What follows belongs to an exercise in optimizing a design on an open flow for small area; a production flow would make more cautious choices. The RTL was checked by simulation tests, not by an equivalence proof against the original design. The clock port is modelled as an ideal driver; clocking choices that lean on that would not hold on a real chip. Power is estimated from default activity; no workload was simulated.

==> flow/design.v (excerpt) <==
module top_ps2(input wire clk, input wire rst, input wire ps2_clk, input wire ps2_data,
           output wire ascii_new, output wire [6:0] ascii_code);
For scale: about 340 cells after synthesis, roughly 12 I/O pins, roughly 0.0026 mm² of cells after synthesis.
export LEC_CHECK = 0
export ABC_AREA = 1
export CAP_MARGIN = 20
export CORE_MARGIN = 2
export CORE_UTILIZATION = 40
export PLACE_DENSITY = 0.6
export SLEW_MARGIN = 20
create_clock -name core_clock -period 20.0 [get_ports {clk}]
standard.sh (not shown) runs the stock make flow with config.mk's settings and CLKGATE_MAP_FILE= SYNTH_SCRIPT=/design/flow/synth_recipe.tcl, a recipe that flattens the netlist after the stock synthesis.
==> flow/flow/run.sh <==
#!/bin/bash
# Own layout flow: the standard synthesis, then the combinational logic between the
# (unchanged) registers is mapped again with an area-oriented ABC script, then the standard flow's
# standard layout steps from that netlist on. Each tool's output goes to its own log here.
set -euo pipefail
W=$(pwd)
F=$W/flow
R=$W/orfs/results/$FLOW_PLATFORM/top_ps2/base
LIB=$FLOW_HOME/platforms/$FLOW_PLATFORM/lib/sky130_fd_sc_hd__tt_025C_1v80.lib
YOSYS=$FLOW_HOME/../tools/install/yosys/bin/yosys
[ -x "$YOSYS" ] || YOSYS=yosys

bash standard.sh "$R/1_2_yosys.v" > synth_standard.log 2>&1
cp "$R/1_2_yosys.v" netlist_standard.v

# 2. map the logic between the registers again (registers kept as black boxes)
DONT_USE=$(sed -n '/DONT_USE_CELLS += /,/^#/p' "$FLOW_HOME/platforms/$FLOW_PLATFORM/config.mk" \
  | grep -o 'sky130_fd_sc_hd__[a-z0-9_]*' | sed 's/^/-dont_use /' | tr '\n' ' ')
cat > remap.ys <<EOY
read_liberty -ignore_miss_func $LIB
read_verilog netlist_standard.v
hierarchy -top $FLOW_TOP
blackbox sky130_fd_sc_hd__dfxtp_1
flatten
opt -purge
abc -liberty $LIB $DONT_USE -script $F/remap.abc
opt_clean -purge
splitnets
opt_clean -purge
hilomap -singleton -hicell sky130_fd_sc_hd__conb_1 HI -locell sky130_fd_sc_hd__conb_1 LO
insbuf -buf sky130_fd_sc_hd__buf_4 A X
stat -liberty $LIB
write_verilog -noattr -nohex -nodec netlist_remapped.v
EOY
"$YOSYS" -l remap.log -q -s remap.ys
cp netlist_remapped.v "$R/1_2_yosys.v"
touch "$R/1_2_yosys.v"

# 3. the standard layout steps on the remapped netlist
source "$F/layout_env.sh"
bash standard.sh finish > layout.log 2>&1
==> flow/flow/layout_env.sh <==
export CTS_ARGS="-sink_clustering_enable -repair_clock_nets -dont_use_dummy_load -buf_list {sky130_fd_sc_hd__clkbuf_8}"
# Port buffers: the smallest buffer (the ports are lightly loaded).
export BUFFER_PORTS_ARGS="-buffer_cell sky130_fd_sc_hd__buf_1"
==> flow/flow/remap.abc <==
strash
dch -f
amap
topo
stime -c
The first run produced a clean layout.
Next try:
==> flow/flow/layout_env.sh (replaced) <==
export CTS_ARGS="-sink_clustering_enable -repair_clock_nets -dont_use_dummy_load -buf_list {sky130_fd_sc_hd__clkbuf_4 sky130_fd_sc_hd__clkbuf_2}"
# Port buffers: the smallest buffer (the ports are lightly loaded).
export BUFFER_PORTS_ARGS="-buffer_cell sky130_fd_sc_hd__buf_1"
Result: Wire length is lower slightly; combinational power barely changes; clock-buffer cell count is unchanged; setup slack degrades by 0.014 ns; maximum frequency stays flat; total power is lower by roughly a tenth; via count is lower slightly; design area is lower slightly; clock power is lower by a quarter to a third.

========
## build 11
top_ps2, a different RTL version from the one above (not shown whole).
Size in the first run: about 310 cells after synthesis, about 12 I/O pins.
==> flow/config.mk <==
export PLATFORM = sky130hd
export DESIGN_NAME = top_ps2
export DESIGN_NICKNAME = top_ps2
export VERILOG_FILES = /design/flow/design.v
export SDC_FILE = /design/flow/constraint.sdc
export NUM_CORES = 4
export LEC_CHECK = 0
export ABC_AREA = 1
export CAP_MARGIN = 20
export CORE_MARGIN = 2
export CORE_UTILIZATION = 40
export GPL_TIMING_DRIVEN = 0
export PLACE_DENSITY = 0.6
export SLEW_MARGIN = 20
==> flow/constraint.sdc <==
create_clock -name core_clock -period 20.0 [get_ports {clk}]
set_input_delay 4.0000 -clock core_clock [delete_from_list [all_inputs] [get_ports {clk}]]
set_output_delay 4.0000 -clock core_clock [all_outputs]
set_load 0.01 [all_outputs]
==> flow/flow/layout_env.sh <==
export CTS_ARGS="-repair_clock_nets -dont_use_dummy_load -buf_list {sky130_fd_sc_hd__clkbuf_4 sky130_fd_sc_hd__clkbuf_2}"
# Port buffers: the smallest buffer (the ports are lightly loaded).
export BUFFER_PORTS_ARGS="-buffer_cell sky130_fd_sc_hd__buf_1"
Scripts as last shown in full above: flow/flow/run.sh, flow/flow/remap.abc
The following lists how build 72 was set up differently from build 11:
==> flow/flow/layout_env.sh <==
# Settings for the layout steps after synthesis.
# Clock: before CTS, flow/pre_cts.tcl splits the register clock pins into three
# groups by position, each behind one clkbuf_8 that the clock port drives, and
# tells TritonCTS to leave those nets alone.
export PRE_CTS_TCL=$PWD/flow/pre_cts.tcl
export OWN_CLKBUF=sky130_fd_sc_hd__clkbuf_8
export OWN_CLK_GROUPS=3
# (CTS options, used only if TritonCTS has a net to build: small buffers, no dummy loads.)
export CTS_ARGS="-sink_clustering_enable -repair_clock_nets -dont_use_dummy_load -buf_list {sky130_fd_sc_hd__clkbuf_4 sky130_fd_sc_hd__clkbuf_2}"
# Port buffers: the smallest buffer (the ports are lightly loaded).
export BUFFER_PORTS_ARGS="-buffer_cell sky130_fd_sc_hd__buf_1"
==> flow/flow/pre_cts.tcl (new file) <==
set block [ord::get_db_block]
set db [ord::get_db]
set master [$db findMaster $::env(OWN_CLKBUF)]
set ngroups $::env(OWN_CLK_GROUPS)
set clknet [$block findNet clk]
set pins {}
foreach iterm [$clknet getITerms] {
  if {[[$iterm getMTerm] getName] == "CLK"} {
    set bb [[$iterm getInst] getBBox]
    lappend pins [list $iterm [expr {([$bb xMin] + [$bb xMax]) / 2}] [expr {([$bb yMin] + [$bb yMax]) / 2}]]
  }
}
proc split_groups {pins n axis} {
  if {$n <= 1} { return [list $pins] }
  set sorted [lsort -integer -index $axis $pins]
  set h [expr {$n / 2}]
  set cut [expr {[llength $sorted] * $h / $n}]
  set other [expr {$axis == 1 ? 2 : 1}]
  return [concat [split_groups [lrange $sorted 0 [expr {$cut - 1}]] $h $other] \
                 [split_groups [lrange $sorted $cut end] [expr {$n - $h}] $other]]
}
set skip {clk}
set g 0
foreach grp [split_groups $pins $ngroups 1] {
  set net [odb::dbNet_create $block "clk_leaf$g"]
  $net setSigType CLOCK
  set xs 0; set ys 0
  foreach p $grp {
    set it [lindex $p 0]
    $it disconnect
    $it connect $net
    incr xs [lindex $p 1]; incr ys [lindex $p 2]
  }
  set n [llength $grp]
  set buf [odb::dbInst_create $block $master "clkleaf_buf$g"]
  [$buf findITerm A] connect $clknet
  [$buf findITerm X] connect $net
  $buf setLocation [expr {$xs / $n}] [expr {$ys / $n}]
  $buf setPlacementStatus PLACED
  puts "pre_cts: clk_leaf$g drives $n clock pins"
  lappend skip "clk_leaf$g"
  incr g
}
global_connect
set_cts_config -skip_nets $skip
Notes after the runs:
Via count: build 72 lower than build 11. Diff build 11 -> build 72 | post-layout worst setup margin | increase of 32 ps. Lower critical path depth goes to build 11 over build 72. Relative to build 11, the fraction of power consumed by combinational cells of build 72 is higher by 0.7 points.
Inputs modified between build 72 and build 38:
==> flow/flow/layout_env.sh <==
export CTS_ARGS="-sink_clustering_enable -repair_clock_nets -dont_use_dummy_load -buf_list {sky130_fd_sc_hd__clkbuf_4 sky130_fd_sc_hd__clkbuf_2}"
# Port buffers: the smallest buffer (the ports are lightly loaded).
export BUFFER_PORTS_ARGS="-buffer_cell sky130_fd_sc_hd__buf_1"
export PRE_CTS_TCL=$PWD/flow/pre_cts.tcl
export OWN_CLKBUF=sky130_fd_sc_hd__clkbuf_8
export OWN_CLK_GROUPS=3
## What came out
Critical path depth came out exactly the same in build 72 and build 38. As far as global-route track usage on met2 goes, build 38 and build 72 are indistinguishable; the numbers are identical. As far as relative area change from synthesis to final layout is concerned, build 72 and build 38 perform about the same. Between build 72 and build 38, the difference in maximum number of pins on one net before global-route repair is negligible.

==> re-timing with driven ports <==
How much do the figures lean on ideal ports? The routed layouts below were timed once more, with nothing changed but the port constraints.
Step 1 sets driving cells, clkbuf_16 on the clock port and buf_2 on the other inputs (assumed; they add their load-dependent delay and slew).
Step 2, shift: input delay + t, output delay - t, t = (earliest + latest rising clock arrival at the registers) / 2. This alone moves slack from input paths to output paths.
Slacks: no drivers / after step 1 / after step 2; pairs: no drivers / after step 1.
run	shift t [ns]	setup WS [ns]	worst data-port slew with drivers (ns)
the first run of note 1	0.350	11.885 / 11.858 / 12.208	0.03
the second run of note 1	0.404	11.870 / 11.845 / 12.249	0.03
build 11	0.398	10.189 / 10.161 / 10.559	0.03
build 72	0.210	10.221 / 10.174 / 10.384	0.03
build 38	0.210	10.221 / 10.174 / 10.384	0.03
After both steps every run listed still meets setup and hold.
